Source: an optimization exercise on an open RTL-to-GDS flow (aim: small area). Production flows keep margins and buffers that such runs may drop.
RTL that was checked went through simulation tests only; none was proved equivalent to the original.
Only the layout flow was run in runs 1 and 3; the RTL was not checked for function there.
Power and IR drop assume default switching activity.

==> design.v <==
module INTC
(
    input   wire            clk,
    input   wire            rst_n,
    output  wire[31:0]      data_out,
    input   wire[62:0]      set_in,
    input   wire[62:0]      en_in,
    input   wire            reset_in,
    output  wire[30:0]      intc_int_en
);
    reg  [62:0] lat;
    reg  [5:0]  dreg;
    wire [62:0] nxt;
    wire [5:0]  cur;
    wire [63:0] a, na, sp, nsp;
    wire [62:0] q;
    wire        rn;
    INTC_inv u_rn (.a(reset_in), .y(rn));
    INTC_inv u_a1 (.a(lat[0]), .y(na[1]));
    INTC_ornb u_a2 (.a(lat[1]), .bn(na[1]), .y(a[2]));
    INTC_nor2 u_a3 (.a(a[2]), .b(lat[2]), .y(na[3]));
    INTC_ornb u_a4 (.a(lat[3]), .bn(na[3]), .y(a[4]));
    INTC_nor2 u_a5 (.a(a[4]), .b(lat[4]), .y(na[5]));
    INTC_ornb u_a6 (.a(lat[5]), .bn(na[5]), .y(a[6]));
    INTC_nor2 u_a7 (.a(a[6]), .b(lat[6]), .y(na[7]));
    INTC_ornb u_a8 (.a(lat[7]), .bn(na[7]), .y(a[8]));
    INTC_nor2 u_a9 (.a(a[8]), .b(lat[8]), .y(na[9]));
    INTC_ornb u_a10 (.a(lat[9]), .bn(na[9]), .y(a[10]));
    INTC_nor2 u_a11 (.a(a[10]), .b(lat[10]), .y(na[11]));
    INTC_ornb u_a12 (.a(lat[11]), .bn(na[11]), .y(a[12]));
    INTC_nor2 u_a13 (.a(a[12]), .b(lat[12]), .y(na[13]));
    INTC_ornb u_a14 (.a(lat[13]), .bn(na[13]), .y(a[14]));
    INTC_nor2 u_a15 (.a(a[14]), .b(lat[14]), .y(na[15]));
    INTC_nor2 u_a17 (.a(a[16]), .b(lat[16]), .y(na[17]));
    INTC_ornb u_a18 (.a(lat[17]), .bn(na[17]), .y(a[18]));
    INTC_nor2 u_a19 (.a(a[18]), .b(lat[18]), .y(na[19]));
    INTC_ornb u_a20 (.a(lat[19]), .bn(na[19]), .y(a[20]));
    INTC_nor2 u_a21 (.a(a[20]), .b(lat[20]), .y(na[21]));
    INTC_ornb u_a22 (.a(lat[21]), .bn(na[21]), .y(a[22]));
    INTC_nor2 u_a23 (.a(a[22]), .b(lat[22]), .y(na[23]));
    INTC_ornb u_a24 (.a(lat[23]), .bn(na[23]), .y(a[24]));
    INTC_nor2 u_a25 (.a(a[24]), .b(lat[24]), .y(na[25]));
    INTC_ornb u_a26 (.a(lat[25]), .bn(na[25]), .y(a[26]));
    INTC_nor2 u_a27 (.a(a[26]), .b(lat[26]), .y(na[27]));
    INTC_ornb u_a28 (.a(lat[27]), .bn(na[27]), .y(a[28]));
    INTC_nor2 u_a29 (.a(a[28]), .b(lat[28]), .y(na[29]));
    INTC_ornb u_a30 (.a(lat[29]), .bn(na[29]), .y(a[30]));
    INTC_nor2 u_a31 (.a(a[30]), .b(lat[30]), .y(na[31]));
    INTC_nor2 u_a33 (.a(a[32]), .b(lat[32]), .y(na[33]));
    INTC_ornb u_a34 (.a(lat[33]), .bn(na[33]), .y(a[34]));
    INTC_nor2 u_a35 (.a(a[34]), .b(lat[34]), .y(na[35]));
    INTC_ornb u_a36 (.a(lat[35]), .bn(na[35]), .y(a[36]));
    INTC_nor2 u_a37 (.a(a[36]), .b(lat[36]), .y(na[37]));
    INTC_ornb u_a38 (.a(lat[37]), .bn(na[37]), .y(a[38]));
    INTC_nor2 u_a39 (.a(a[38]), .b(lat[38]), .y(na[39]));
    INTC_nor2 u_a41 (.a(a[40]), .b(lat[40]), .y(na[41]));
    INTC_ornb u_a42 (.a(lat[41]), .bn(na[41]), .y(a[42]));
    INTC_nor2 u_a43 (.a(a[42]), .b(lat[42]), .y(na[43]));
    INTC_ornb u_a44 (.a(lat[43]), .bn(na[43]), .y(a[44]));
    INTC_nor2 u_a45 (.a(a[44]), .b(lat[44]), .y(na[45]));
    INTC_ornb u_a46 (.a(lat[45]), .bn(na[45]), .y(a[46]));
    INTC_nor2 u_a47 (.a(a[46]), .b(lat[46]), .y(na[47]));
    INTC_nor2 u_a49 (.a(a[48]), .b(lat[48]), .y(na[49]));
    INTC_ornb u_a50 (.a(lat[49]), .bn(na[49]), .y(a[50]));
    INTC_nor2 u_a51 (.a(a[50]), .b(lat[50]), .y(na[51]));
    INTC_ornb u_a52 (.a(lat[51]), .bn(na[51]), .y(a[52]));
    INTC_nor2 u_a53 (.a(a[52]), .b(lat[52]), .y(na[53]));
    INTC_ornb u_a54 (.a(lat[53]), .bn(na[53]), .y(a[54]));
    INTC_nor2 u_a55 (.a(a[54]), .b(lat[54]), .y(na[55]));
    INTC_nor2 u_a57 (.a(a[56]), .b(lat[56]), .y(na[57]));
    INTC_ornb u_a58 (.a(lat[57]), .bn(na[57]), .y(a[58]));
    INTC_nor2 u_a59 (.a(a[58]), .b(lat[58]), .y(na[59]));
    INTC_ornb u_a60 (.a(lat[59]), .bn(na[59]), .y(a[60]));
    INTC_nor2 u_a61 (.a(a[60]), .b(lat[60]), .y(na[61]));
    INTC_ornb u_a62 (.a(lat[61]), .bn(na[61]), .y(a[62]));
    INTC_nor2 u_a63 (.a(a[62]), .b(lat[62]), .y(na[63]));
    assign sp[1] = set_in[0];
    INTC_nor2 u_s2 (.a(sp[1]), .b(set_in[1]), .y(nsp[2]));
    INTC_ornb u_s3 (.a(set_in[2]), .bn(nsp[2]), .y(sp[3]));
    INTC_nor2 u_s4 (.a(sp[3]), .b(set_in[3]), .y(nsp[4]));
    INTC_ornb u_s5 (.a(set_in[4]), .bn(nsp[4]), .y(sp[5]));
    INTC_nor2 u_s6 (.a(sp[5]), .b(set_in[5]), .y(nsp[6]));
    INTC_ornb u_s7 (.a(set_in[6]), .bn(nsp[6]), .y(sp[7]));
    INTC_nor2 u_s8 (.a(sp[7]), .b(set_in[7]), .y(nsp[8]));
    INTC_ornb u_s9 (.a(set_in[8]), .bn(nsp[8]), .y(sp[9]));
    INTC_nor2 u_s10 (.a(sp[9]), .b(set_in[9]), .y(nsp[10]));
    INTC_ornb u_s11 (.a(set_in[10]), .bn(nsp[10]), .y(sp[11]));
    INTC_nor2 u_s12 (.a(sp[11]), .b(set_in[11]), .y(nsp[12]));
    INTC_ornb u_s13 (.a(set_in[12]), .bn(nsp[12]), .y(sp[13]));
    INTC_nor2 u_s14 (.a(sp[13]), .b(set_in[13]), .y(nsp[14]));
    INTC_ornb u_s15 (.a(set_in[14]), .bn(nsp[14]), .y(sp[15]));
    INTC_ornb u_s17 (.a(set_in[16]), .bn(nsp[16]), .y(sp[17]));
    INTC_nor2 u_s18 (.a(sp[17]), .b(set_in[17]), .y(nsp[18]));
    INTC_ornb u_s19 (.a(set_in[18]), .bn(nsp[18]), .y(sp[19]));
    INTC_nor2 u_s20 (.a(sp[19]), .b(set_in[19]), .y(nsp[20]));
    INTC_ornb u_s21 (.a(set_in[20]), .bn(nsp[20]), .y(sp[21]));
    INTC_nor2 u_s22 (.a(sp[21]), .b(set_in[21]), .y(nsp[22]));
    INTC_ornb u_s23 (.a(set_in[22]), .bn(nsp[22]), .y(sp[23]));
    INTC_nor2 u_s24 (.a(sp[23]), .b(set_in[23]), .y(nsp[24]));
    INTC_ornb u_s25 (.a(set_in[24]), .bn(nsp[24]), .y(sp[25]));
    INTC_nor2 u_s26 (.a(sp[25]), .b(set_in[25]), .y(nsp[26]));
    INTC_ornb u_s27 (.a(set_in[26]), .bn(nsp[26]), .y(sp[27]));
    INTC_nor2 u_s28 (.a(sp[27]), .b(set_in[27]), .y(nsp[28]));
    INTC_ornb u_s29 (.a(set_in[28]), .bn(nsp[28]), .y(sp[29]));
    INTC_nor2 u_s30 (.a(sp[29]), .b(set_in[29]), .y(nsp[30]));
    INTC_ornb u_s31 (.a(set_in[30]), .bn(nsp[30]), .y(sp[31]));
    INTC_ornb u_s33 (.a(set_in[32]), .bn(nsp[32]), .y(sp[33]));
    INTC_nor2 u_s34 (.a(sp[33]), .b(set_in[33]), .y(nsp[34]));
    INTC_ornb u_s35 (.a(set_in[34]), .bn(nsp[34]), .y(sp[35]));
    INTC_nor2 u_s36 (.a(sp[35]), .b(set_in[35]), .y(nsp[36]));
    INTC_ornb u_s37 (.a(set_in[36]), .bn(nsp[36]), .y(sp[37]));
    INTC_nor2 u_s38 (.a(sp[37]), .b(set_in[37]), .y(nsp[38]));
    INTC_ornb u_s39 (.a(set_in[38]), .bn(nsp[38]), .y(sp[39]));
    INTC_ornb u_s41 (.a(set_in[40]), .bn(nsp[40]), .y(sp[41]));
    INTC_nor2 u_s42 (.a(sp[41]), .b(set_in[41]), .y(nsp[42]));
    INTC_ornb u_s43 (.a(set_in[42]), .bn(nsp[42]), .y(sp[43]));
    INTC_nor2 u_s44 (.a(sp[43]), .b(set_in[43]), .y(nsp[44]));
    INTC_ornb u_s45 (.a(set_in[44]), .bn(nsp[44]), .y(sp[45]));
    INTC_nor2 u_s46 (.a(sp[45]), .b(set_in[45]), .y(nsp[46]));
    INTC_ornb u_s47 (.a(set_in[46]), .bn(nsp[46]), .y(sp[47]));
    INTC_ornb u_s49 (.a(set_in[48]), .bn(nsp[48]), .y(sp[49]));
    INTC_nor2 u_s50 (.a(sp[49]), .b(set_in[49]), .y(nsp[50]));
    INTC_ornb u_s51 (.a(set_in[50]), .bn(nsp[50]), .y(sp[51]));
    INTC_nor2 u_s52 (.a(sp[51]), .b(set_in[51]), .y(nsp[52]));
    INTC_ornb u_s53 (.a(set_in[52]), .bn(nsp[52]), .y(sp[53]));
    INTC_nor2 u_s54 (.a(sp[53]), .b(set_in[53]), .y(nsp[54]));
    INTC_ornb u_s55 (.a(set_in[54]), .bn(nsp[54]), .y(sp[55]));
    INTC_ornb u_s57 (.a(set_in[56]), .bn(nsp[56]), .y(sp[57]));
    INTC_nor2 u_s58 (.a(sp[57]), .b(set_in[57]), .y(nsp[58]));
    INTC_ornb u_s59 (.a(set_in[58]), .bn(nsp[58]), .y(sp[59]));
    INTC_nor2 u_s60 (.a(sp[59]), .b(set_in[59]), .y(nsp[60]));
    INTC_ornb u_s61 (.a(set_in[60]), .bn(nsp[60]), .y(sp[61]));
    INTC_nor2 u_s62 (.a(sp[61]), .b(set_in[61]), .y(nsp[62]));
    INTC_skip_a u_skip_a (.v(lat[55:0]), .a16(a[16]), .a32(a[32]), .a40(a[40]), .a48(a[48]), .a56(a[56]));
    INTC_skip_s u_skip_s (.v(set_in[55:0]), .nsp16(nsp[16]), .nsp32(nsp[32]), .nsp40(nsp[40]), .nsp48(nsp[48]), .nsp56(nsp[56]));
    INTC_bit_0 u_b0 (.s(set_in[0]), .e(en_in[0]), .l(lat[0]), .rn(rn), .nxt(nxt[0]));
    INTC_nor2 u_q1 (.a(a[2]), .b(sp[1]), .y(q[1]));
    INTC_bit_o u_b1 (.s(set_in[1]), .e(en_in[1]), .l(lat[1]), .r(reset_in), .na_i(na[1]), .q(q[1]), .nxt(nxt[1]));
    INTC_bit_en u_b2 (.s(set_in[2]), .e(en_in[2]), .l(lat[2]), .rn(rn), .a_i(a[2]), .na_o(na[3]), .nsp_i(nsp[2]), .nxt(nxt[2]));
    INTC_nor2 u_q3 (.a(a[4]), .b(sp[3]), .y(q[3]));
    INTC_bit_o u_b3 (.s(set_in[3]), .e(en_in[3]), .l(lat[3]), .r(reset_in), .na_i(na[3]), .q(q[3]), .nxt(nxt[3]));
    INTC_bit_en u_b4 (.s(set_in[4]), .e(en_in[4]), .l(lat[4]), .rn(rn), .a_i(a[4]), .na_o(na[5]), .nsp_i(nsp[4]), .nxt(nxt[4]));
    INTC_nor2 u_q5 (.a(a[6]), .b(sp[5]), .y(q[5]));
    INTC_bit_o u_b5 (.s(set_in[5]), .e(en_in[5]), .l(lat[5]), .r(reset_in), .na_i(na[5]), .q(q[5]), .nxt(nxt[5]));
    INTC_bit_en u_b6 (.s(set_in[6]), .e(en_in[6]), .l(lat[6]), .rn(rn), .a_i(a[6]), .na_o(na[7]), .nsp_i(nsp[6]), .nxt(nxt[6]));
    INTC_nor2 u_q7 (.a(a[8]), .b(sp[7]), .y(q[7]));
    INTC_bit_o u_b7 (.s(set_in[7]), .e(en_in[7]), .l(lat[7]), .r(reset_in), .na_i(na[7]), .q(q[7]), .nxt(nxt[7]));
    INTC_bit_en u_b8 (.s(set_in[8]), .e(en_in[8]), .l(lat[8]), .rn(rn), .a_i(a[8]), .na_o(na[9]), .nsp_i(nsp[8]), .nxt(nxt[8]));
    INTC_nor2 u_q9 (.a(a[10]), .b(sp[9]), .y(q[9]));
    INTC_bit_o u_b9 (.s(set_in[9]), .e(en_in[9]), .l(lat[9]), .r(reset_in), .na_i(na[9]), .q(q[9]), .nxt(nxt[9]));
    INTC_bit_en u_b10 (.s(set_in[10]), .e(en_in[10]), .l(lat[10]), .rn(rn), .a_i(a[10]), .na_o(na[11]), .nsp_i(nsp[10]), .nxt(nxt[10]));
    INTC_nor2 u_q11 (.a(a[12]), .b(sp[11]), .y(q[11]));
    INTC_bit_o u_b11 (.s(set_in[11]), .e(en_in[11]), .l(lat[11]), .r(reset_in), .na_i(na[11]), .q(q[11]), .nxt(nxt[11]));
    INTC_bit_en u_b12 (.s(set_in[12]), .e(en_in[12]), .l(lat[12]), .rn(rn), .a_i(a[12]), .na_o(na[13]), .nsp_i(nsp[12]), .nxt(nxt[12]));
    INTC_nor2 u_q13 (.a(a[14]), .b(sp[13]), .y(q[13]));
    INTC_bit_o u_b13 (.s(set_in[13]), .e(en_in[13]), .l(lat[13]), .r(reset_in), .na_i(na[13]), .q(q[13]), .nxt(nxt[13]));
    INTC_bit_en u_b14 (.s(set_in[14]), .e(en_in[14]), .l(lat[14]), .rn(rn), .a_i(a[14]), .na_o(na[15]), .nsp_i(nsp[14]), .nxt(nxt[14]));
    INTC_nor2 u_q15 (.a(a[16]), .b(sp[15]), .y(q[15]));
    INTC_bit_o u_b15 (.s(set_in[15]), .e(en_in[15]), .l(lat[15]), .r(reset_in), .na_i(na[15]), .q(q[15]), .nxt(nxt[15]));
    INTC_bit_en u_b16 (.s(set_in[16]), .e(en_in[16]), .l(lat[16]), .rn(rn), .a_i(a[16]), .na_o(na[17]), .nsp_i(nsp[16]), .nxt(nxt[16]));
    INTC_nor2 u_q17 (.a(a[18]), .b(sp[17]), .y(q[17]));
    INTC_bit_o u_b17 (.s(set_in[17]), .e(en_in[17]), .l(lat[17]), .r(reset_in), .na_i(na[17]), .q(q[17]), .nxt(nxt[17]));
    INTC_bit_en u_b18 (.s(set_in[18]), .e(en_in[18]), .l(lat[18]), .rn(rn), .a_i(a[18]), .na_o(na[19]), .nsp_i(nsp[18]), .nxt(nxt[18]));
    INTC_nor2 u_q19 (.a(a[20]), .b(sp[19]), .y(q[19]));
    INTC_bit_o u_b19 (.s(set_in[19]), .e(en_in[19]), .l(lat[19]), .r(reset_in), .na_i(na[19]), .q(q[19]), .nxt(nxt[19]));
    INTC_bit_en u_b20 (.s(set_in[20]), .e(en_in[20]), .l(lat[20]), .rn(rn), .a_i(a[20]), .na_o(na[21]), .nsp_i(nsp[20]), .nxt(nxt[20]));
    INTC_nor2 u_q21 (.a(a[22]), .b(sp[21]), .y(q[21]));
    INTC_bit_o u_b21 (.s(set_in[21]), .e(en_in[21]), .l(lat[21]), .r(reset_in), .na_i(na[21]), .q(q[21]), .nxt(nxt[21]));
    INTC_bit_en u_b22 (.s(set_in[22]), .e(en_in[22]), .l(lat[22]), .rn(rn), .a_i(a[22]), .na_o(na[23]), .nsp_i(nsp[22]), .nxt(nxt[22]));
    INTC_nor2 u_q23 (.a(a[24]), .b(sp[23]), .y(q[23]));
    INTC_bit_o u_b23 (.s(set_in[23]), .e(en_in[23]), .l(lat[23]), .r(reset_in), .na_i(na[23]), .q(q[23]), .nxt(nxt[23]));
    INTC_bit_en u_b24 (.s(set_in[24]), .e(en_in[24]), .l(lat[24]), .rn(rn), .a_i(a[24]), .na_o(na[25]), .nsp_i(nsp[24]), .nxt(nxt[24]));
    INTC_nor2 u_q25 (.a(a[26]), .b(sp[25]), .y(q[25]));
    INTC_bit_o u_b25 (.s(set_in[25]), .e(en_in[25]), .l(lat[25]), .r(reset_in), .na_i(na[25]), .q(q[25]), .nxt(nxt[25]));
    INTC_bit_en u_b26 (.s(set_in[26]), .e(en_in[26]), .l(lat[26]), .rn(rn), .a_i(a[26]), .na_o(na[27]), .nsp_i(nsp[26]), .nxt(nxt[26]));
    INTC_nor2 u_q27 (.a(a[28]), .b(sp[27]), .y(q[27]));
    INTC_bit_o u_b27 (.s(set_in[27]), .e(en_in[27]), .l(lat[27]), .r(reset_in), .na_i(na[27]), .q(q[27]), .nxt(nxt[27]));
    INTC_bit_en u_b28 (.s(set_in[28]), .e(en_in[28]), .l(lat[28]), .rn(rn), .a_i(a[28]), .na_o(na[29]), .nsp_i(nsp[28]), .nxt(nxt[28]));
    INTC_nor2 u_q29 (.a(a[30]), .b(sp[29]), .y(q[29]));
    INTC_bit_o u_b29 (.s(set_in[29]), .e(en_in[29]), .l(lat[29]), .r(reset_in), .na_i(na[29]), .q(q[29]), .nxt(nxt[29]));
    INTC_bit_en u_b30 (.s(set_in[30]), .e(en_in[30]), .l(lat[30]), .rn(rn), .a_i(a[30]), .na_o(na[31]), .nsp_i(nsp[30]), .nxt(nxt[30]));
    INTC_nor2 u_q31 (.a(a[32]), .b(sp[31]), .y(q[31]));
    INTC_bit_o u_b31 (.s(set_in[31]), .e(en_in[31]), .l(lat[31]), .r(reset_in), .na_i(na[31]), .q(q[31]), .nxt(nxt[31]));
    INTC_bit_e u_b32 (.s(set_in[32]), .e(en_in[32]), .l(lat[32]), .rn(rn), .a_i(a[32]), .na_o(na[33]), .nsp_i(nsp[32]), .nxt(nxt[32]), .q(q[32]));
    INTC_nor2 u_q33 (.a(a[34]), .b(sp[33]), .y(q[33]));
    INTC_bit_o u_b33 (.s(set_in[33]), .e(en_in[33]), .l(lat[33]), .r(reset_in), .na_i(na[33]), .q(q[33]), .nxt(nxt[33]));
    INTC_bit_e u_b34 (.s(set_in[34]), .e(en_in[34]), .l(lat[34]), .rn(rn), .a_i(a[34]), .na_o(na[35]), .nsp_i(nsp[34]), .nxt(nxt[34]), .q(q[34]));
    INTC_nor2 u_q35 (.a(a[36]), .b(sp[35]), .y(q[35]));
    INTC_bit_o u_b35 (.s(set_in[35]), .e(en_in[35]), .l(lat[35]), .r(reset_in), .na_i(na[35]), .q(q[35]), .nxt(nxt[35]));
    INTC_bit_e u_b36 (.s(set_in[36]), .e(en_in[36]), .l(lat[36]), .rn(rn), .a_i(a[36]), .na_o(na[37]), .nsp_i(nsp[36]), .nxt(nxt[36]), .q(q[36]));
    INTC_nor2 u_q37 (.a(a[38]), .b(sp[37]), .y(q[37]));
    INTC_bit_o u_b37 (.s(set_in[37]), .e(en_in[37]), .l(lat[37]), .r(reset_in), .na_i(na[37]), .q(q[37]), .nxt(nxt[37]));
    INTC_bit_e u_b38 (.s(set_in[38]), .e(en_in[38]), .l(lat[38]), .rn(rn), .a_i(a[38]), .na_o(na[39]), .nsp_i(nsp[38]), .nxt(nxt[38]), .q(q[38]));
    INTC_nor2 u_q39 (.a(a[40]), .b(sp[39]), .y(q[39]));
    INTC_bit_o u_b39 (.s(set_in[39]), .e(en_in[39]), .l(lat[39]), .r(reset_in), .na_i(na[39]), .q(q[39]), .nxt(nxt[39]));
    INTC_bit_e u_b40 (.s(set_in[40]), .e(en_in[40]), .l(lat[40]), .rn(rn), .a_i(a[40]), .na_o(na[41]), .nsp_i(nsp[40]), .nxt(nxt[40]), .q(q[40]));
    INTC_nor2 u_q41 (.a(a[42]), .b(sp[41]), .y(q[41]));
    INTC_bit_o u_b41 (.s(set_in[41]), .e(en_in[41]), .l(lat[41]), .r(reset_in), .na_i(na[41]), .q(q[41]), .nxt(nxt[41]));
    INTC_bit_e u_b42 (.s(set_in[42]), .e(en_in[42]), .l(lat[42]), .rn(rn), .a_i(a[42]), .na_o(na[43]), .nsp_i(nsp[42]), .nxt(nxt[42]), .q(q[42]));
    INTC_nor2 u_q43 (.a(a[44]), .b(sp[43]), .y(q[43]));
    INTC_bit_o u_b43 (.s(set_in[43]), .e(en_in[43]), .l(lat[43]), .r(reset_in), .na_i(na[43]), .q(q[43]), .nxt(nxt[43]));
    INTC_bit_e u_b44 (.s(set_in[44]), .e(en_in[44]), .l(lat[44]), .rn(rn), .a_i(a[44]), .na_o(na[45]), .nsp_i(nsp[44]), .nxt(nxt[44]), .q(q[44]));
    INTC_nor2 u_q45 (.a(a[46]), .b(sp[45]), .y(q[45]));
    INTC_bit_o u_b45 (.s(set_in[45]), .e(en_in[45]), .l(lat[45]), .r(reset_in), .na_i(na[45]), .q(q[45]), .nxt(nxt[45]));
    INTC_bit_e u_b46 (.s(set_in[46]), .e(en_in[46]), .l(lat[46]), .rn(rn), .a_i(a[46]), .na_o(na[47]), .nsp_i(nsp[46]), .nxt(nxt[46]), .q(q[46]));
    INTC_nor2 u_q47 (.a(a[48]), .b(sp[47]), .y(q[47]));
    INTC_bit_o u_b47 (.s(set_in[47]), .e(en_in[47]), .l(lat[47]), .r(reset_in), .na_i(na[47]), .q(q[47]), .nxt(nxt[47]));
    INTC_bit_e u_b48 (.s(set_in[48]), .e(en_in[48]), .l(lat[48]), .rn(rn), .a_i(a[48]), .na_o(na[49]), .nsp_i(nsp[48]), .nxt(nxt[48]), .q(q[48]));
    INTC_nor2 u_q49 (.a(a[50]), .b(sp[49]), .y(q[49]));
    INTC_bit_o u_b49 (.s(set_in[49]), .e(en_in[49]), .l(lat[49]), .r(reset_in), .na_i(na[49]), .q(q[49]), .nxt(nxt[49]));
    INTC_bit_e u_b50 (.s(set_in[50]), .e(en_in[50]), .l(lat[50]), .rn(rn), .a_i(a[50]), .na_o(na[51]), .nsp_i(nsp[50]), .nxt(nxt[50]), .q(q[50]));
    INTC_nor2 u_q51 (.a(a[52]), .b(sp[51]), .y(q[51]));
    INTC_bit_o u_b51 (.s(set_in[51]), .e(en_in[51]), .l(lat[51]), .r(reset_in), .na_i(na[51]), .q(q[51]), .nxt(nxt[51]));
    INTC_bit_e u_b52 (.s(set_in[52]), .e(en_in[52]), .l(lat[52]), .rn(rn), .a_i(a[52]), .na_o(na[53]), .nsp_i(nsp[52]), .nxt(nxt[52]), .q(q[52]));
    INTC_nor2 u_q53 (.a(a[54]), .b(sp[53]), .y(q[53]));
    INTC_bit_o u_b53 (.s(set_in[53]), .e(en_in[53]), .l(lat[53]), .r(reset_in), .na_i(na[53]), .q(q[53]), .nxt(nxt[53]));
    INTC_bit_e u_b54 (.s(set_in[54]), .e(en_in[54]), .l(lat[54]), .rn(rn), .a_i(a[54]), .na_o(na[55]), .nsp_i(nsp[54]), .nxt(nxt[54]), .q(q[54]));
    INTC_nor2 u_q55 (.a(a[56]), .b(sp[55]), .y(q[55]));
    INTC_bit_o u_b55 (.s(set_in[55]), .e(en_in[55]), .l(lat[55]), .r(reset_in), .na_i(na[55]), .q(q[55]), .nxt(nxt[55]));
    INTC_bit_e u_b56 (.s(set_in[56]), .e(en_in[56]), .l(lat[56]), .rn(rn), .a_i(a[56]), .na_o(na[57]), .nsp_i(nsp[56]), .nxt(nxt[56]), .q(q[56]));
    INTC_nor2 u_q57 (.a(a[58]), .b(sp[57]), .y(q[57]));
    INTC_bit_o u_b57 (.s(set_in[57]), .e(en_in[57]), .l(lat[57]), .r(reset_in), .na_i(na[57]), .q(q[57]), .nxt(nxt[57]));
    INTC_bit_e u_b58 (.s(set_in[58]), .e(en_in[58]), .l(lat[58]), .rn(rn), .a_i(a[58]), .na_o(na[59]), .nsp_i(nsp[58]), .nxt(nxt[58]), .q(q[58]));
    INTC_nor2 u_q59 (.a(a[60]), .b(sp[59]), .y(q[59]));
    INTC_bit_o u_b59 (.s(set_in[59]), .e(en_in[59]), .l(lat[59]), .r(reset_in), .na_i(na[59]), .q(q[59]), .nxt(nxt[59]));
    INTC_bit_e u_b60 (.s(set_in[60]), .e(en_in[60]), .l(lat[60]), .rn(rn), .a_i(a[60]), .na_o(na[61]), .nsp_i(nsp[60]), .nxt(nxt[60]), .q(q[60]));
    INTC_nor2 u_q61 (.a(a[62]), .b(sp[61]), .y(q[61]));
    INTC_bit_o u_b61 (.s(set_in[61]), .e(en_in[61]), .l(lat[61]), .r(reset_in), .na_i(na[61]), .q(q[61]), .nxt(nxt[61]));
    INTC_bit_e u_b62 (.s(set_in[62]), .e(en_in[62]), .l(lat[62]), .rn(rn), .a_i(a[62]), .na_o(na[63]), .nsp_i(nsp[62]), .nxt(nxt[62]), .q(q[62]));
    INTC_enc u_enc (
        .na1(na[1]),
        .a2(a[2]),
        .na3(na[3]),
        .a4(a[4]),
        .na5(na[5]),
        .a6(a[6]),
        .na7(na[7]),
        .a8(a[8]),
        .na9(na[9]),
        .a10(a[10]),
        .na11(na[11]),
        .a12(a[12]),
        .na13(na[13]),
        .a14(a[14]),
        .na15(na[15]),
        .a16(a[16]),
        .na17(na[17]),
        .a18(a[18]),
        .na19(na[19]),
        .a20(a[20]),
        .na21(na[21]),
        .a22(a[22]),
        .na23(na[23]),
        .a24(a[24]),
        .na25(na[25]),
        .a26(a[26]),
        .na27(na[27]),
        .a28(a[28]),
        .na29(na[29]),
        .a30(a[30]),
        .na31(na[31]),
        .a32(a[32]),
        .na33(na[33]),
        .a34(a[34]),
        .na35(na[35]),
        .a36(a[36]),
        .na37(na[37]),
        .a38(a[38]),
        .na39(na[39]),
        .a40(a[40]),
        .na41(na[41]),
        .a42(a[42]),
        .na43(na[43]),
        .a44(a[44]),
        .na45(na[45]),
        .a46(a[46]),
        .na47(na[47]),
        .a48(a[48]),
        .na49(na[49]),
        .a50(a[50]),
        .na51(na[51]),
        .a52(a[52]),
        .na53(na[53]),
        .a54(a[54]),
        .na55(na[55]),
        .a56(a[56]),
        .na57(na[57]),
        .a58(a[58]),
        .na59(na[59]),
        .a60(a[60]),
        .na61(na[61]),
        .a62(a[62]),
        .na63(na[63]),
        .cur(cur)
    );
    always @(posedge clk, negedge rst_n) begin
        if (!rst_n) begin
            lat  <= 63'd0;
            dreg <= 6'b111100;
        end else begin
            lat  <= nxt;
            dreg <= cur;
        end
    end
    wire [5:0] d;
    assign d[5] = dreg[5];
    assign d[4] = dreg[4];
    assign d[3] = dreg[3];
    assign d[2] = dreg[2];
    assign d[1] = d[2] ^ dreg[1];
    assign d[0] = d[1] ^ dreg[0];
    assign data_out = {26'd0, d};
    assign intc_int_en = q[62:32];
endmodule
module INTC_inv (input wire a, output wire y);
    assign y = ~a;
endmodule
module INTC_buf (input wire a, output wire y);
    assign y = a;
endmodule
module INTC_nor2 (input wire a, input wire b, output wire y);
    assign y = ~(a | b);
endmodule
module INTC_ornb (input wire a, input wire bn, output wire y);
    assign y = a | ~bn;
endmodule
module INTC_or #(parameter W = 2) (input wire[W-1:0] v, output wire y);
    assign y = |v;
endmodule
module INTC_skip_a (input wire[55:0] v, output wire a16, output wire a32, output wire a40, output wire a48, output wire a56);
    assign a16 = |v[15:0];
    assign a32 = |v[31:0];
    assign a40 = |v[39:0];
    assign a48 = |v[47:0];
    assign a56 = |v[55:0];
endmodule
module INTC_skip_s (input wire[55:0] v, output wire nsp16, output wire nsp32, output wire nsp40, output wire nsp48, output wire nsp56);
    assign nsp16 = ~(|v[15:0]);
    assign nsp32 = ~(|v[31:0]);
    assign nsp40 = ~(|v[39:0]);
    assign nsp48 = ~(|v[47:0]);
    assign nsp56 = ~(|v[55:0]);
endmodule
module INTC_bit_0 (input wire s, input wire e, input wire l, input wire rn, output wire nxt);
    assign nxt = (l & rn) | (s & e & ~l);
endmodule
module INTC_bit_en (input wire s, input wire e, input wire l, input wire rn,
                    input wire a_i, input wire na_o, input wire nsp_i, output wire nxt);
    assign nxt = (l & (a_i | rn)) | (s & e & na_o & nsp_i);
endmodule
module INTC_bit_e (input wire s, input wire e, input wire l, input wire rn,
                   input wire a_i, input wire na_o, input wire nsp_i, output wire nxt, output wire q);
    assign q = na_o & nsp_i;
    assign nxt = (l & (a_i | rn)) | (s & e & q);
endmodule
module INTC_bit_o (input wire s, input wire e, input wire l, input wire r,
                   input wire na_i, input wire q, output wire nxt);
    assign nxt = (l & ~(na_i & r)) | (s & e & q);
endmodule
module INTC_enc (input wire na1, input wire a2, input wire na3, input wire a4, input wire na5, input wire a6, input wire na7, input wire a8, input wire na9, input wire a10, input wire na11, input wire a12, input wire na13, input wire a14, input wire na15, input wire a16, input wire na17, input wire a18, input wire na19, input wire a20, input wire na21, input wire a22, input wire na23, input wire a24, input wire na25, input wire a26, input wire na27, input wire a28, input wire na29, input wire a30, input wire na31, input wire a32, input wire na33, input wire a34, input wire na35, input wire a36, input wire na37, input wire a38, input wire na39, input wire a40, input wire na41, input wire a42, input wire na43, input wire a44, input wire na45, input wire a46, input wire na47, input wire a48, input wire na49, input wire a50, input wire na51, input wire a52, input wire na53, input wire a54, input wire na55, input wire a56, input wire na57, input wire a58, input wire na59, input wire a60, input wire na61, input wire a62, input wire na63, output wire[5:0] cur);
    wire [64:0] t;
    assign t[0] = 1'b0;
    assign t[64] = 1'b1;
    assign t[1] = ~na1;
    assign t[2] = a2;
    assign t[3] = ~na3;
    assign t[4] = a4;
    assign t[5] = ~na5;
    assign t[6] = a6;
    assign t[7] = ~na7;
    assign t[8] = a8;
    assign t[9] = ~na9;
    assign t[10] = a10;
    assign t[11] = ~na11;
    assign t[12] = a12;
    assign t[13] = ~na13;
    assign t[14] = a14;
    assign t[15] = ~na15;
    assign t[16] = a16;
    assign t[17] = ~na17;
    assign t[18] = a18;
    assign t[19] = ~na19;
    assign t[20] = a20;
    assign t[21] = ~na21;
    assign t[22] = a22;
    assign t[23] = ~na23;
    assign t[24] = a24;
    assign t[25] = ~na25;
    assign t[26] = a26;
    assign t[27] = ~na27;
    assign t[28] = a28;
    assign t[29] = ~na29;
    assign t[30] = a30;
    assign t[31] = ~na31;
    assign t[32] = a32;
    assign t[33] = ~na33;
    assign t[34] = a34;
    assign t[35] = ~na35;
    assign t[36] = a36;
    assign t[37] = ~na37;
    assign t[38] = a38;
    assign t[39] = ~na39;
    assign t[40] = a40;
    assign t[41] = ~na41;
    assign t[42] = a42;
    assign t[43] = ~na43;
    assign t[44] = a44;
    assign t[45] = ~na45;
    assign t[46] = a46;
    assign t[47] = ~na47;
    assign t[48] = a48;
    assign t[49] = ~na49;
    assign t[50] = a50;
    assign t[51] = ~na51;
    assign t[52] = a52;
    assign t[53] = ~na53;
    assign t[54] = a54;
    assign t[55] = ~na55;
    assign t[56] = a56;
    assign t[57] = ~na57;
    assign t[58] = a58;
    assign t[59] = ~na59;
    assign t[60] = a60;
    assign t[61] = ~na61;
    assign t[62] = a62;
    assign t[63] = ~na63;
    assign cur[0] = (~t[1] & t[3]) | (~t[5] & t[7]) | (~t[9] & t[11]) | (~t[13] & t[15]) | (~t[17] & t[19]) | (~t[21] & t[23]) | (~t[25] & t[27]) | (~t[29] & t[31]) | (~t[33] & t[35]) | (~t[37] & t[39]) | (~t[41] & t[43]) | (~t[45] & t[47]) | (~t[49] & t[51]) | (~t[53] & t[55]) | (~t[57] & t[59]) | (~t[61] & t[63]);
    assign cur[1] = (~t[2] & t[6]) | (~t[10] & t[14]) | (~t[18] & t[22]) | (~t[26] & t[30]) | (~t[34] & t[38]) | (~t[42] & t[46]) | (~t[50] & t[54]) | (~t[58] & t[62]);
    assign cur[2] = (~t[4] & t[8]) | (~t[12] & t[16]) | (~t[20] & t[24]) | (~t[28] & t[32]) | (~t[36] & t[40]) | (~t[44] & t[48]) | (~t[52] & t[56]) | (~t[60] & t[64]);
    assign cur[3] = (~t[8] & t[16]) | (~t[24] & t[32]) | (~t[40] & t[48]) | (~t[56] & t[64]);
    assign cur[4] = (~t[16] & t[32]) | (~t[48] & t[64]);
    assign cur[5] = (~t[32] & t[64]);
endmodule
==> flow/run.sh <==
#!/bin/bash
# Standard layout with smaller port buffers and a lighter clock tree.
set -euo pipefail
export BUFFER_PORTS_ARGS="-buffer_cell sky130_fd_sc_hd__buf_1"
export CTS_ARGS="-sink_clustering_enable -repair_clock_nets -buf_list sky130_fd_sc_hd__clkbuf_4 -dont_use_dummy_load"
bash standard.sh > standard.log 2>&1
==> standard.sh <==
#!/bin/bash
# synth_recipe.tcl (not shown) runs the flow's synth.tcl, then flattens the netlist and writes it again
# the make line also repeats each setting of config.mk as NAME=value (left out here)
make -C /OpenROAD-flow-scripts/flow DESIGN_CONFIG=/design/flow/config.mk WORK_HOME=/design/flow/orfs CLKGATE_MAP_FILE= SYNTH_SCRIPT=/design/flow/synth_recipe.tcl "${@:-finish}"
==> config.mk <==
export PLATFORM = sky130hd
export DESIGN_NAME = INTC
export DESIGN_NICKNAME = INTC
export VERILOG_FILES = /design/flow/design.v
export SDC_FILE = /design/flow/constraint.sdc
export NUM_CORES = 4
export LEC_CHECK = 0
export CAP_MARGIN = 20
export CORE_AREA = 3 3 87 87
export DIE_AREA = 0 0 90 90
export PLACE_DENSITY = 0.8
export SLEW_MARGIN = 20
export SYNTH_HIERARCHICAL = 1
==> constraint.sdc <==
create_clock -name core_clock -period 6.5 [get_ports {clk}]
set_input_delay 1.3000 -clock core_clock [delete_from_list [all_inputs] [get_ports {clk}]]
set_output_delay 1.3000 -clock core_clock [all_outputs]
set_load 0.01 [all_outputs]
==> impl_metrics.json, run 1 <==
{
  "cts_hold_repair.buffers": 0,
  "rows": 29,
  "synth_enable_flop_cells": 0,
  "routed_wl_um": 13200,
  "post-place-ws_ps": 1460,
  "register_area_um2": 1730,
  "first_pass_iters": 5,
  "critPathMaxFanout": 6,
  "p_per_area_nw_per_um2": 205,
  "die_y_um": 90,
  "core_um2": 6600,
  "peakVddDrop_v": 0.000126,
  "hold_path_class": "flop to flop",
  "max_slew_margin_pct": 28.1,
  "synth_top_area_share_pct": 35.8,
  "antenna_cells": 0,
  "synth_seq_cells": 69,
  "ys_warn_count": 7,
  "dieArea_um2": 8100,
  "start_util_pct": 68.9,
  "fp.dieW_um": 90,
  "avgRoutedWirePerCell_um": 16.8,
  "io-pin-count": 192,
  "setup_tns_ps": 0,
  "cap_violations": 0,
  "synth_commonest_cells": "91 x nor2_1, 67 x nand2_1, 65 x dfrtp_1",
  "ant_nets": 0,
  "antenna_found_initial": 0,
  "r2r_start": "lat[4]",
  "rsz0062_at_grt": "false",
  "ctsResizeCount": 0,
  "viasPerCell": 5.95,
  "cts_buffers": 9,
  "drc": 0,
  "hold_violations": 0,
  "grt_max_degree": 70,
  "synth.area.top_cells": "dfrtp_1 36%, buf_4 10%, nand2b_1 8.1%",
  "route.vias.total": 4656,
  "grt_pass1_vias": 4627,
  "cts_sinks": 69,
  "arrival_ps": 4140,
  "status": "timing/DRC/antenna clean",
  "min_from": "lat[59]",
  "clk_pin_slew_worst_paths_ps": 100,
  "clock_skew_ps": 31.3,
  "worstSetupPathType": "flop to output port",
  "synth.most_common_cell": "nor2_1",
  "overflow": 0,
  "htree_levels": 3,
  "track_usage_pct": 32.5,
  "area_delta_synth_final_pct": 10.0,
  "ys_types": 32,
  "syn_inst": 549,
  "worst_slew_pin_slew_ps": 1070,
  "worst_setup_path_end_kind": "output port",
  "syn_avg_cell_area_um2": 8.28,
  "fin_crit_sh_pct": 83.7,
  "setup_violations": 0,
  "layout-drive-gt1-share_pct": 3.63,
  "cts_tree": "yes",
  "grt_pass1_wl_um": 21500,
  "synth_seq_area_share_pct": 38.1,
  "yosysTopAreaCell": "dfrtp_1",
  "drt_iter0_markers": 357,
  "crit_start": "lat[37]",
  "nNetsFinal": 820,
  "min_period_ps": 5440,
  "slew_viol_final": 0,
  "timing.final.ws_setup_ps": 1060,
  "synthFlopType": "dfrtp_1",
  "nFillCells": 545,
  "clk_latency_ps": 420,
  "final_util_pct": 75.7,
  "place.gp.congestion": 1.01,
  "dp_hpwl_um": 10400,
  "crit_path_start_kind": "flop",
  "clockBufferDepth": 2,
  "power.leakage_nw": 2.29,
  "worst_ep_required_time_ps": 5200,
  "post_cts_buffers": 0,
  "async_flop_share_pct": 100,
  "cts-root-buf": "clkbuf_4",
  "multi_input_area_um2": 2380,
  "fmax_ghz": 0.184,
  "syn-cell-area_um2": 4550,
  "io_buffers": 165
}
==> power by group <==
group / leakage (nW) / internal, mW / total, mW / switching (mW)
combinational: 1.31 / 0.106 / 0.371 / 0.265
clock: 0.0414 / 0.0644 / 0.201 / 0.137
sequential: 0.938 / 0.448 / 0.456 / 0.00810
total: 2.29 / 0.618 / 1.03 / 0.410
==> layout by cell type, fill, tap and decap left out, types with 2 or more instances in the layout <==
master,n
nor4_1,18
and2_1,16
a2111oi_0,4
o22ai_1,4
or4_4,2
nand2b_1,59
o21ai_1,32
nand4_1,35
buf_1,164
a32o_1,31
nor4_2,5
inv_1,19
or4_1,5
nor2_1,91
clkbuf_4,9
nor3_1,2
conb_1,26
dfrtp_1,65
nor2b_1,13
and4_1,2
nand2_1,67
nand3_1,2
buf_4,2
dfstp_2,4
==> flip-flops by register name, summed over array words and instances (netlist names) <==
name,flops
dreg,6
lat,63
==> per-module statistics from Yosys (local to each module, per instance) <==
module	cell area [µm²]	cells
INTC	2230	133
INTC_enc	280	48
INTC_skip_s	175	24
INTC_skip_a	173	24
INTC_bit_e	21.3	4
INTC_bit_en	15.0	3
INTC_bit_o	13.8	2
INTC_bit_0	12.5	3
INTC_ornb	6.26	1
INTC_inv	3.75	1
INTC_nor2	3.75	1
==> layer usage <==
metal	up-vias	part of all wire (%)	GRT usage, %
li1	2148	-	-
met1	2162	40	41.1
met2	312	48	54.3
met3	34	10	8.10
met4	0	2.1	11.1
met5	-	0	0
==> metrics by stage <==
step | hold slack [ps] | cell area (µm²) | std cells | power (mW)
after floorplan | 450 | 4640 | 574 | 0.702
after global placement | 462 | 4930 | 773 | 0.818
after detailed placement | 470 | 4930 | 773 | 0.825
after CTS | 493 | 5000 | 782 | 1.02
after global routing | 520 | 5000 | 782 | 1.09
final | 492 | 5000 | 782 | 1.03
==> kinds of logic (layout without fill, tap and decap cells) <==
group / Yosys count / count (layout) / share of synthesized area [%]
and+or+nand+nor: 319 / 319 / 36.7
buffers and inverters: 81 / 196 / 11.7
AOI/OAI and AO/OA: 77 / 77 / 12.7
DFF: 69 / 69 / 38.1
xor gates and xnor gates: 2 / 2 / 0.715
other: 1 / 26 / 0.0825
==> critical path, cell delays in order, from the launching register on <==
cell,delay [ps]
dfrtp_1,410
or4_4,580
nor4_4,310
nand3_1,290
nor2_1,350
nand2b_1,220
nor2_1,330
nand2b_1,200
nor2_1,300
nand2b_1,200
nor2_1,230
and2_1,150
buf_1,140
==> path summary, 6_finish.rpt <==
path | endpoint | depth (start not counted) | slack (ps)
max in group asynchronous | lat[3] | 2 | 4810
setup reg to reg | dreg[0] | 21 | 1390
hold reg to reg | lat[59] | 1 | 490
hold / removal | lat[59] | 1 | 490
min in group asynchronous | lat[26] | 2 | 1060
setup / recovery | intc_int_en[22] | 12 | 1060
==> cell type report <==
cell class / instances / area share [%]
timing repair buffer: 167 / 12.7
inverter: 20 / 1.50
sequential: 69 / 34.6
multi-input combinational: 424 / 47.5
clock buffer: 9 / 1.35
tap: 93 / 2.33
==> inputs of run 2 (changes only) <==
--- a/design.v
+++ b/design.v
@@ -54,4 +54,5 @@
     INTC_ornb u_a38 (.a(lat[37]), .bn(na[37]), .y(a[38]));
     INTC_nor2 u_a39 (.a(a[38]), .b(lat[38]), .y(na[39]));
+    INTC_ornb u_a40 (.a(lat[39]), .bn(na[39]), .y(a[40]));
     INTC_nor2 u_a41 (.a(a[40]), .b(lat[40]), .y(na[41]));
     INTC_ornb u_a42 (.a(lat[41]), .bn(na[41]), .y(a[42]));
@@ -68,4 +69,5 @@
     INTC_ornb u_a54 (.a(lat[53]), .bn(na[53]), .y(a[54]));
     INTC_nor2 u_a55 (.a(a[54]), .b(lat[54]), .y(na[55]));
+    INTC_ornb u_a56 (.a(lat[55]), .bn(na[55]), .y(a[56]));
     INTC_nor2 u_a57 (.a(a[56]), .b(lat[56]), .y(na[57]));
     INTC_ornb u_a58 (.a(lat[57]), .bn(na[57]), .y(a[58]));
@@ -112,4 +114,5 @@
     INTC_nor2 u_s38 (.a(sp[37]), .b(set_in[37]), .y(nsp[38]));
     INTC_ornb u_s39 (.a(set_in[38]), .bn(nsp[38]), .y(sp[39]));
+    INTC_nor2 u_s40 (.a(sp[39]), .b(set_in[39]), .y(nsp[40]));
     INTC_ornb u_s41 (.a(set_in[40]), .bn(nsp[40]), .y(sp[41]));
     INTC_nor2 u_s42 (.a(sp[41]), .b(set_in[41]), .y(nsp[42]));
@@ -126,4 +129,5 @@
     INTC_nor2 u_s54 (.a(sp[53]), .b(set_in[53]), .y(nsp[54]));
     INTC_ornb u_s55 (.a(set_in[54]), .bn(nsp[54]), .y(sp[55]));
+    INTC_nor2 u_s56 (.a(sp[55]), .b(set_in[55]), .y(nsp[56]));
     INTC_ornb u_s57 (.a(set_in[56]), .bn(nsp[56]), .y(sp[57]));
     INTC_nor2 u_s58 (.a(sp[57]), .b(set_in[57]), .y(nsp[58]));
@@ -132,6 +136,6 @@
     INTC_ornb u_s61 (.a(set_in[60]), .bn(nsp[60]), .y(sp[61]));
     INTC_nor2 u_s62 (.a(sp[61]), .b(set_in[61]), .y(nsp[62]));
-    INTC_skip_a u_skip_a (.v(lat[55:0]), .a16(a[16]), .a32(a[32]), .a40(a[40]), .a48(a[48]), .a56(a[56]));
-    INTC_skip_s u_skip_s (.v(set_in[55:0]), .nsp16(nsp[16]), .nsp32(nsp[32]), .nsp40(nsp[40]), .nsp48(nsp[48]), .nsp56(nsp[56]));
+    INTC_skip_a u_skip_a (.v(lat[47:0]), .a16(a[16]), .a32(a[32]), .a48(a[48]));
+    INTC_skip_s u_skip_s (.v(set_in[47:0]), .nsp16(nsp[16]), .nsp32(nsp[32]), .nsp48(nsp[48]));
     INTC_bit_0 u_b0 (.s(set_in[0]), .e(en_in[0]), .l(lat[0]), .rn(rn), .nxt(nxt[0]));
     INTC_nor2 u_q1 (.a(a[2]), .b(sp[1]), .y(q[1]));
@@ -328,17 +332,13 @@
     assign y = |v;
 endmodule
-module INTC_skip_a (input wire[55:0] v, output wire a16, output wire a32, output wire a40, output wire a48, output wire a56);
+module INTC_skip_a (input wire[47:0] v, output wire a16, output wire a32, output wire a48);
     assign a16 = |v[15:0];
     assign a32 = |v[31:0];
-    assign a40 = |v[39:0];
     assign a48 = |v[47:0];
-    assign a56 = |v[55:0];
 endmodule
-module INTC_skip_s (input wire[55:0] v, output wire nsp16, output wire nsp32, output wire nsp40, output wire nsp48, output wire nsp56);
+module INTC_skip_s (input wire[47:0] v, output wire nsp16, output wire nsp32, output wire nsp48);
     assign nsp16 = ~(|v[15:0]);
     assign nsp32 = ~(|v[31:0]);
-    assign nsp40 = ~(|v[39:0]);
     assign nsp48 = ~(|v[47:0]);
-    assign nsp56 = ~(|v[55:0]);
 endmodule
 module INTC_bit_0 (input wire s, input wire e, input wire l, input wire rn, output wire nxt);
==> run 2 against run 1 <==
Still clean on timing, DRC and antenna. Synthesized cell count is 1.6% lower. Combinational power is 5% higher. Fmax is 12% lower. Final cell count is 0.77% lower. Count of clock-buffer cells in the layout stayed put. Total power is 2.1% higher. Cell area is 0.15% lower. Critical path depth is 9 higher. Register-to-register slack worse by 200 ps. Critical endpoint is now intc_int_en[14]. Largest cell class unchanged. Highest routed layer unchanged.
==> impl_metrics.json, run 2 <==
{
  "clockBufferDepth": 2,
  "pwr-share-comb_pct": 37.1,
  "ys_types": 29,
  "place.gp.congestion": 0.937,
  "p_seq_share_pct": 43.7,
  "ys_warn_count": 7,
  "fin_crit_sh_pct": 95.1,
  "worst_slew_pin_slew_ps": 1100,
  "synth_top_area_share_pct": 36.6,
  "avgRoutedWirePerCell_um": 16.7,
  "fin_area_um2": 4990,
  "antenna_cells": 0,
  "antenna_found_initial": 0,
  "clock_skew_ps": 34.7,
  "peakVddDrop_v": 0.000130,
  "final_cell_mix": "164 x buf_1, 78 x nor2_1, 65 x dfrtp_1",
  "cp_slowest_cell": "dfrtp_1",
  "nNetsFinal": 814,
  "min_to": "lat[50]",
  "fp.dieW_um": 90,
  "cts_buffers": 9,
  "placed_area_um2": 4860,
  "arrival_ps": 4880,
  "largest_reg_flops": 63,
  "setup_violations": 0,
  "ant_nets": 0,
  "cts_tree": "yes",
  "cpPeakStageDelay_ps": 410,
  "worst_ep_required_time_ps": 5200,
  "syn-cell-area_um2": 4450,
  "fmax_ghz": 0.162,
  "cts_sinks": 69,
  "grt_max_degree": 70,
  "r2r_start": "lat[7]",
  "switching_power_mw": 0.418,
  "rrSetupSlack_ps": 1190,
  "final_common_cell": "buf_1",
  "viasPerCell": 5.81,
  "die_y_um": 90,
  "rr_endpoint": "dreg[0]",
  "min_from": "lat[50]",
  "p_int_mw": 0.631,
  "rows": 29,
  "final_util_pct": 75.6,
  "switching_share_pct": 39.8,
  "worstSetupPathType": "flop to output port",
  "cts-root-buf": "clkbuf_4",
  "clk_latency_ps": 420,
  "largest_register": "lat",
  "min_period_ps": 6180,
  "yosysTopAreaCell": "dfrtp_1",
  "status": "timing/DRC/antenna clean",
  "hold_violations": 0,
  "max_slew_margin_pct": 26.1,
  "syn_avg_cell_area_um2": 8.24,
  "drt_iter0_markers": 377,
  "io-pin-count": 192,
  "cap_violations": 0,
  "clock_power_share_pct": 19.2,
  "dieArea_um2": 8100,
  "clk_pin_slew_worst_paths_ps": 110,
  "routed_wl_um": 12900,
  "cpMostUsedCell": "nand2b_1",
  "largestRegisters": "lat: 63 flops, dreg: 6 flops",
  "rr_worst_depth": 21,
  "route.vias.total": 4506,
  "synth.area.top_cells": "dfrtp_1 37%, buf_4 10%, nand2b_1 8.6%",
  "dp_cells": 767,
  "ctsResizeCount": 6,
  "synth.most_common_cell": "nor2_1",
  "min_path_cells": 2,
  "final_cell_count_no_fill": 776,
  "synth_seq_cells": 69,
  "layout-drive-gt1-share_pct": 5.56,
  "grt_pass1_wl_um": 20500,
  "track_usage_pct": 30.9,
  "htree_levels": 3,
  "critPathBufInv": 2,
  "io_buffers": 165,
  "overflow": 0,
  "critPathMaxFanout": 7,
  "drc": 0,
  "post_cts_buffers": 0,
  "timing.final.ws_setup_ps": 321,
  "cp_cell_sequence": "nor4_1 > nand4_1 > buf_4 > or2_1 > nor2_2 > nand2b_1 > nor2_2 > nand2b_1 > nor2_2 > nand2b_1 > nor2_4 > nand2b_2 > nor2_4 > nand2b_1 > nor2_4 > nand2b_1 > nor2_4 > nand2b_1 > nor2_2 > and2_1 > buf_1",
  "start_util_pct": 67.4,
  "slew_viol_final": 0,
  "cp_top_family": "simple AND/OR/NAND/NOR gates",
  "grt_pass1_vias": 4337,
  "synth_seq_area_share_pct": 38.9,
  "crit_path_start_kind": "flop",
  "power.leakage_nw": 2.26,
  "cts_hold_repair.buffers": 0,
  "dp_hpwl_um": 10100,
  "area_delta_synth_final_pct": 12.3,
  "async_flop_share_pct": 100,
  "syn_inst": 540,
  "synthFlopType": "dfrtp_1",
  "hold_path_class": "flop to flop",
  "synth_enable_flop_cells": 0,
  "core_um2": 6600,
  "first_pass_iters": 5,
  "p_per_area_nw_per_um2": 210,
  "worst_setup_path_end_kind": "output port",
  "post-place-ws_ps": -23.5,
  "synth_commonest_cells": "91 x nor2_1, 65 x dfrtp_1, 64 x nand2_1"
}
## run 2: changes by cell type in the layout (fill, tap and decap cells not counted), sizes merged
cell,delta
and4,-2
nand2,-3
nand2b,+2
or3,+1
nor3,-1
buf,+3
inv,-1
nand4,+2
or2,+1
nand3,-2
or4,-6
## run 2: worst min-delay path, stage by stage (launching register included)
cell	delay, ps
dfrtp_1	350
o21ai_1	60
nand2_1	50
## run 2: kinds of logic after synthesis
kind of cell,share of synthesized area (%)
AOI/OAI and AO/OA,13.0
xor gates and xnor gates,0.731
buffers and inverters,11.9
DFF,38.9
other,0.0843
and+or+nand+nor,35.4
## run 2: power groups by stage
stage	clock (mW)	sequential, mW	combinational [mW]
finish	0.201	0.459	0.389
global route	0.222	0.460	0.425
CTS	0.202	0.458	0.370
detailed placement	0	0.467	0.365
global placement	0	0.467	0.359
floorplan	0	0.463	0.239
## run 2: how the worst max path moves through the flow
stage | from | endpoint | slack (ps) | cells past startpoint
2_1_floorplan | lat[0] | intc_int_en[30] | 1170 | 20
3_3_place_gp | lat[0] | intc_int_en[14] | 90 | 21
3_5_place_dp | lat[1] | intc_int_en[14] | -20 | 21
4_1_cts | lat[1] | intc_int_en[14] | 70 | 21
5_1_grt | lat[12] | intc_int_en[14] | -10 | 21
6_report | lat[7] | intc_int_en[14] | 320 | 21
## run 2: area by class of cell
type                            instances  area [µm²]
Multi-Input combinational cell        416        2350
Sequential cell                        69        1730
Fill cell                             530        1610
Timing Repair Buffer                  170         658
Tap cell                               93         116
Inverter                               19        71.3
Clock buffer                            9        67.6
## run 2: Yosys stat by module, one instance, submodules excluded, excerpt
module | cells inside | flip-flops and latches | area (µm²) | times used
INTC_inv | 1 | 0 | 3.75 | 2
INTC_enc | 48 | 0 | 280 | 1
INTC | 133 | 69 | 2230 | 1
INTC_bit_en | 3 | 0 | 15.0 | 15
INTC_bit_0 | 3 | 0 | 12.5 | 1
INTC_bit_e | 4 | 0 | 21.3 | 16
INTC_skip_s | 18 | 0 | 118 | 1
## run 2: metal layers
metal | vias to the layer above | track usage [%] | part of all wire (%)
li1 | 2113 | - | -
met2 | 272 | 48.5 | 45
met1 | 2090 | 42.6 | 42
met5 | - | 0 | 0
met3 | 31 | 7.18 | 10
met4 | 0 | 9.69 | 2.2
## run 2: metrics by stage
stage	setup TNS [ps]	total power, mW	hold WS (ps)
floorplan	0	0.702	450
finish	0	1.05	488
detailed placement	-23.5	0.831	469
global route	-14.9	1.11	516
global placement	0	0.826	465
CTS	0	1.03	487
==> inputs of run 3 (changes only) <==
--- a/design.v
+++ b/design.v
@@ -24,5 +24,4 @@
     INTC_ornb u_a6 (.a(lat[5]), .bn(na[5]), .y(a[6]));
     INTC_nor2 u_a7 (.a(a[6]), .b(lat[6]), .y(na[7]));
-    INTC_ornb u_a8 (.a(lat[7]), .bn(na[7]), .y(a[8]));
     INTC_nor2 u_a9 (.a(a[8]), .b(lat[8]), .y(na[9]));
     INTC_ornb u_a10 (.a(lat[9]), .bn(na[9]), .y(a[10]));
@@ -39,5 +38,4 @@
     INTC_ornb u_a22 (.a(lat[21]), .bn(na[21]), .y(a[22]));
     INTC_nor2 u_a23 (.a(a[22]), .b(lat[22]), .y(na[23]));
-    INTC_ornb u_a24 (.a(lat[23]), .bn(na[23]), .y(a[24]));
     INTC_nor2 u_a25 (.a(a[24]), .b(lat[24]), .y(na[25]));
     INTC_ornb u_a26 (.a(lat[25]), .bn(na[25]), .y(a[26]));
@@ -54,5 +52,4 @@
     INTC_ornb u_a38 (.a(lat[37]), .bn(na[37]), .y(a[38]));
     INTC_nor2 u_a39 (.a(a[38]), .b(lat[38]), .y(na[39]));
-    INTC_ornb u_a40 (.a(lat[39]), .bn(na[39]), .y(a[40]));
     INTC_nor2 u_a41 (.a(a[40]), .b(lat[40]), .y(na[41]));
     INTC_ornb u_a42 (.a(lat[41]), .bn(na[41]), .y(a[42]));
@@ -69,5 +66,4 @@
     INTC_ornb u_a54 (.a(lat[53]), .bn(na[53]), .y(a[54]));
     INTC_nor2 u_a55 (.a(a[54]), .b(lat[54]), .y(na[55]));
-    INTC_ornb u_a56 (.a(lat[55]), .bn(na[55]), .y(a[56]));
     INTC_nor2 u_a57 (.a(a[56]), .b(lat[56]), .y(na[57]));
     INTC_ornb u_a58 (.a(lat[57]), .bn(na[57]), .y(a[58]));
@@ -84,5 +80,4 @@
     INTC_nor2 u_s6 (.a(sp[5]), .b(set_in[5]), .y(nsp[6]));
     INTC_ornb u_s7 (.a(set_in[6]), .bn(nsp[6]), .y(sp[7]));
-    INTC_nor2 u_s8 (.a(sp[7]), .b(set_in[7]), .y(nsp[8]));
     INTC_ornb u_s9 (.a(set_in[8]), .bn(nsp[8]), .y(sp[9]));
     INTC_nor2 u_s10 (.a(sp[9]), .b(set_in[9]), .y(nsp[10]));
@@ -99,5 +94,4 @@
     INTC_nor2 u_s22 (.a(sp[21]), .b(set_in[21]), .y(nsp[22]));
     INTC_ornb u_s23 (.a(set_in[22]), .bn(nsp[22]), .y(sp[23]));
-    INTC_nor2 u_s24 (.a(sp[23]), .b(set_in[23]), .y(nsp[24]));
     INTC_ornb u_s25 (.a(set_in[24]), .bn(nsp[24]), .y(sp[25]));
     INTC_nor2 u_s26 (.a(sp[25]), .b(set_in[25]), .y(nsp[26]));
@@ -114,5 +108,4 @@
     INTC_nor2 u_s38 (.a(sp[37]), .b(set_in[37]), .y(nsp[38]));
     INTC_ornb u_s39 (.a(set_in[38]), .bn(nsp[38]), .y(sp[39]));
-    INTC_nor2 u_s40 (.a(sp[39]), .b(set_in[39]), .y(nsp[40]));
     INTC_ornb u_s41 (.a(set_in[40]), .bn(nsp[40]), .y(sp[41]));
     INTC_nor2 u_s42 (.a(sp[41]), .b(set_in[41]), .y(nsp[42]));
@@ -129,5 +122,4 @@
     INTC_nor2 u_s54 (.a(sp[53]), .b(set_in[53]), .y(nsp[54]));
     INTC_ornb u_s55 (.a(set_in[54]), .bn(nsp[54]), .y(sp[55]));
-    INTC_nor2 u_s56 (.a(sp[55]), .b(set_in[55]), .y(nsp[56]));
     INTC_ornb u_s57 (.a(set_in[56]), .bn(nsp[56]), .y(sp[57]));
     INTC_nor2 u_s58 (.a(sp[57]), .b(set_in[57]), .y(nsp[58]));
@@ -136,6 +128,6 @@
     INTC_ornb u_s61 (.a(set_in[60]), .bn(nsp[60]), .y(sp[61]));
     INTC_nor2 u_s62 (.a(sp[61]), .b(set_in[61]), .y(nsp[62]));
-    INTC_skip_a u_skip_a (.v(lat[47:0]), .a16(a[16]), .a32(a[32]), .a48(a[48]));
-    INTC_skip_s u_skip_s (.v(set_in[47:0]), .nsp16(nsp[16]), .nsp32(nsp[32]), .nsp48(nsp[48]));
+    INTC_skip_a u_skip_a (.v(lat[55:0]), .a8(a[8]), .a16(a[16]), .a24(a[24]), .a32(a[32]), .a40(a[40]), .a48(a[48]), .a56(a[56]));
+    INTC_skip_s u_skip_s (.v(set_in[55:0]), .nsp8(nsp[8]), .nsp16(nsp[16]), .nsp24(nsp[24]), .nsp32(nsp[32]), .nsp40(nsp[40]), .nsp48(nsp[48]), .nsp56(nsp[56]));
     INTC_bit_0 u_b0 (.s(set_in[0]), .e(en_in[0]), .l(lat[0]), .rn(rn), .nxt(nxt[0]));
     INTC_nor2 u_q1 (.a(a[2]), .b(sp[1]), .y(q[1]));
@@ -332,13 +324,21 @@
     assign y = |v;
 endmodule
-module INTC_skip_a (input wire[47:0] v, output wire a16, output wire a32, output wire a48);
+module INTC_skip_a (input wire[55:0] v, output wire a8, output wire a16, output wire a24, output wire a32, output wire a40, output wire a48, output wire a56);
+    assign a8 = |v[7:0];
     assign a16 = |v[15:0];
+    assign a24 = |v[23:0];
     assign a32 = |v[31:0];
+    assign a40 = |v[39:0];
     assign a48 = |v[47:0];
+    assign a56 = |v[55:0];
 endmodule
-module INTC_skip_s (input wire[47:0] v, output wire nsp16, output wire nsp32, output wire nsp48);
+module INTC_skip_s (input wire[55:0] v, output wire nsp8, output wire nsp16, output wire nsp24, output wire nsp32, output wire nsp40, output wire nsp48, output wire nsp56);
+    assign nsp8 = ~(|v[7:0]);
     assign nsp16 = ~(|v[15:0]);
+    assign nsp24 = ~(|v[23:0]);
     assign nsp32 = ~(|v[31:0]);
+    assign nsp40 = ~(|v[39:0]);
     assign nsp48 = ~(|v[47:0]);
+    assign nsp56 = ~(|v[55:0]);
 endmodule
 module INTC_bit_0 (input wire s, input wire e, input wire l, input wire rn, output wire nxt);
==> flow/run.sh (replaced) <==
#!/bin/bash
# Standard layout, with three changes: after the standard synthesis every
# combinational cell is set to its smallest drive strength (the later repair
# steps size up what timing needs), ports get the smallest buffer, and the
# clock tree uses small buffers without dummy loads.
set -euo pipefail
export BUFFER_PORTS_ARGS="-buffer_cell sky130_fd_sc_hd__buf_1"
export CTS_ARGS="-sink_clustering_enable -repair_clock_nets -buf_list sky130_fd_sc_hd__clkbuf_4 -dont_use_dummy_load"
R=orfs/results/$FLOW_PLATFORM/INTC/base
bash standard.sh synth > synth.log 2>&1
IN_ODB=$R/1_synth.odb OUT_ODB=$R/1_synth.odb openroad -no_init -exit flow/downsize.tcl > downsize.log 2>&1
touch $R/1_synth.sdc
bash standard.sh > standard.log 2>&1
==> flow/downsize.tcl (new file) <==
# Replace every combinational cell by the smallest-area cell of the same
# function family (same base name, other drive strength). Timing repair in
# the later steps sizes up what the timing needs.
read_db $::env(IN_ODB)
set areas {}
foreach lib [[ord::get_db] getLibs] {
  foreach mm [$lib getMasters] {
    dict set areas [$mm getName] [expr {[$mm getWidth] * [$mm getHeight] / 1.0e6}]
  }
}
set block [ord::get_db_block]
set n 0
set saved 0.0
foreach inst [$block getInsts] {
  set m [[$inst getMaster] getName]
  if {![regexp {^(sky130_fd_sc_hd__)([a-z0-9]+)_([0-9]+)$} $m -> pre base drv]} { continue }
  if {[regexp {^(df|sdf|edf|dl|sed|conb|buf|clk|tap|fill|decap|diode|lpflow|probe)} $base]} { continue }
  set best $m
  set besta [dict get $areas $m]
  foreach d {0 1 2 4} {
    set c "${pre}${base}_$d"
    if {[dict exists $areas $c] && [dict get $areas $c] < $besta - 1e-6} {
      set dm [[ord::get_db] findMaster $c]
      if {$dm != "NULL"} { set best $c; set besta [dict get $areas $c] }
    }
  }
  if {$best != $m} {
    set saved [expr {$saved + [dict get $areas $m] - $besta}]
    $inst swapMaster [[ord::get_db] findMaster $best]
    incr n
  }
}
puts "downsize: $n cells resized, [format %.1f $saved] um2 saved"
write_db $::env(OUT_ODB)
==> run 3 against run 2 <==
Still clean on timing, DRC and antenna. Count of clock-buffer cells in the layout unchanged. Flip-flop and latch count unchanged. Total power decreased by 2.9%. Global-route usage decreased by 0.76 points. Via count increased by 1.1%. Setup slack improved by 400 ps. Synthesized cell count increased by 2.2%. Hold slack improved by 7.1 ps. Largest cell class unchanged. Highest routed layer unchanged.
==> impl_metrics.json, run 3 <==
{
  "status": "timing/DRC/antenna clean",
  "worst_slew_pin_slew_ps": 872,
  "dieArea_um2": 8100,
  "setup_violations": 0,
  "final_util_pct": 75.4,
  "avgRoutedWirePerCell_um": 15.8,
  "slew_viol_final": 0,
  "worst_setup_path_end_kind": "output port",
  "routed_wl_um": 12400,
  "min_to": "lat[56]",
  "syn_avg_cell_area_um2": 8.15,
  "setup_tns_ps": 0,
  "critPathBufInv": 1,
  "cap_violations": 0,
  "rr_worst_depth": 13,
  "core_um2": 6600,
  "finalPower_mw": 1.02,
  "rr_endpoint": "dreg[0]",
  "antenna_cells": 0,
  "start_util_pct": 68.1,
  "place.gp.congestion": 0.906,
  "max_slew_margin_pct": 41.9,
  "cpPeakStageDelay_ps": 580,
  "fmax_ghz": 0.173,
  "cts_tree": "yes",
  "cts-root-buf": "clkbuf_4",
  "nFillCells": 548,
  "largestRegisters": "lat: 63 flops, dreg: 6 flops",
  "fp.dieW_um": 90,
  "drt_iter0_markers": 308,
  "hold_path_class": "flop to flop",
  "nNetsFinal": 823,
  "critPathMaxFanout": 5,
  "pwr-share-comb_pct": 35.5,
  "timing.final.ws_setup_ps": 724,
  "grt_max_degree": 70,
  "viasPerCell": 5.80,
  "track_usage_pct": 30.1,
  "crit_path_start_kind": "flop",
  "p_seq_share_pct": 45.0,
  "grt_pass1_wl_um": 20000,
  "fin_crit_sh_pct": 88.9,
  "rows": 29,
  "post-place-ws_ps": 1230,
  "cpMostUsedCell": "nor2_1",
  "min_path_cells": 2,
  "timing.hold.ws_ps": 495,
  "p_int_mw": 0.620,
  "ant_nets": 0,
  "switching_power_mw": 0.399,
  "r2r_start": "lat[20]",
  "cts_hold_repair.buffers": 0,
  "final_cell_mix": "164 x buf_1, 91 x nor2_1, 70 x nand2_1",
  "cts_buffers": 9,
  "route.vias.total": 4554,
  "grt_pass1_vias": 4324,
  "cp_cell_sequence": "or4_1 > nor4_1 > nand3_1 > nor2_1 > nand2b_1 > nor2_1 > nand2b_1 > nor2_1 > nand2b_1 > nor2_1 > and2_1 > buf_1",
  "clock_power_share_pct": 19.5,
  "cp_top_family": "simple AND/OR/NAND/NOR gates",
  "cts_sinks": 69,
  "ys_warn_count": 7,
  "rsz0062_at_grt": "false",
  "layout-drive-gt1-share_pct": 2.46,
  "clockBufferDepth": 2,
  "arrival_ps": 4480,
  "die_y_um": 90,
  "min_from": "lat[56]",
  "ctsResizeCount": 0,
  "worst_ep_required_time_ps": 5200,
  "overflow": 0,
  "hold_violations": 0
}
-- run 3: area by class of cell --
class	count	area, µm²	share of cell area [%]
Tap cell	93	116	2.34
Clock buffer	9	67.6	1.36
Inverter	20	75.1	1.51
Multi-Input combinational cell	426	2320	46.7
Timing Repair Buffer	168	663	13.3
Sequential cell	69	1730	34.8
-- run 3: how the worst max path moves through the flow --
stage	from	end	depth (start not counted)
6_report	lat[20]	intc_int_en[14]	12
5_1_grt	lat[20]	intc_int_en[14]	12
4_1_cts	lat[20]	intc_int_en[14]	12
3_5_place_dp	set_in[0]	intc_int_en[30]	12
3_3_place_gp	set_in[1]	intc_int_en[30]	12
2_1_floorplan	set_in[1]	intc_int_en[30]	11
-- run 3: through the flow --
step | area [µm²] | std cells
2_1_floorplan | 4590 | 577
3_3_place_gp | 4880 | 775
3_5_place_dp | 4880 | 775
4_1_cts | 4950 | 784
5_1_grt | 4980 | 785
6_report | 4980 | 785
-- run 3: worst register-to-register path: stages, from the launching register on --
cell	delay, ps
dfrtp_1	410
or4_1	580
nor4_1	540
nand3_1	370
nor2_1	350
nand2b_1	200
nor2_1	310
nand2b_1	180
nor2_1	350
nand2b_1	190
nor2_1	270
inv_1	80
a2111oi_0	410
nand4_1	130
-- run 3: per-layer routing --
| metal | global-route usage [%] | share of wire (%) | vias to the layer above |
|---|---|---|---|
| li1 | - | - | 2153 |
| met1 | 40.5 | 42 | 2116 |
| met2 | 49.4 | 48 | 267 |
| met3 | 5.18 | 8.6 | 18 |
| met4 | 10.5 | 1.3 | 0 |
| met5 | 0 | 0 | - |
-- run 3: power by group through the flow --
stage | Sequential (mW) | Combinational (mW) | Clock, mW
CTS | 0.458 | 0.353 | 0.200
detailed placement | 0.467 | 0.351 | 0
global route | 0.460 | 0.400 | 0.219
finish | 0.459 | 0.361 | 0.198
floorplan | 0.463 | 0.240 | 0
global placement | 0.467 | 0.346 | 0

-- afterwards: timing with drivers on the ports --
The results above use ideal ports. As a check the final layouts listed here were re-extracted and re-timed, cells and wires unchanged. Step 1 assumes that a clkbuf_16 drives the clock port and a buf_2 every other input. Step 2 also shifts input and output timing later by t, the mid clock arrival at the registers, as if the neighbouring blocks saw the same clock. a / b / c = ideal ports / drivers / drivers and shift; a / b = the first two.
run	t (ns)	slack for setup (ns)
run 1	0.441	1.060 / 1.028 / 1.348
run 2	0.430	0.321 / 0.293 / 0.429
run 3	0.421	0.724 / 0.692 / 1.114
After both steps setup and hold are still met in every run listed.
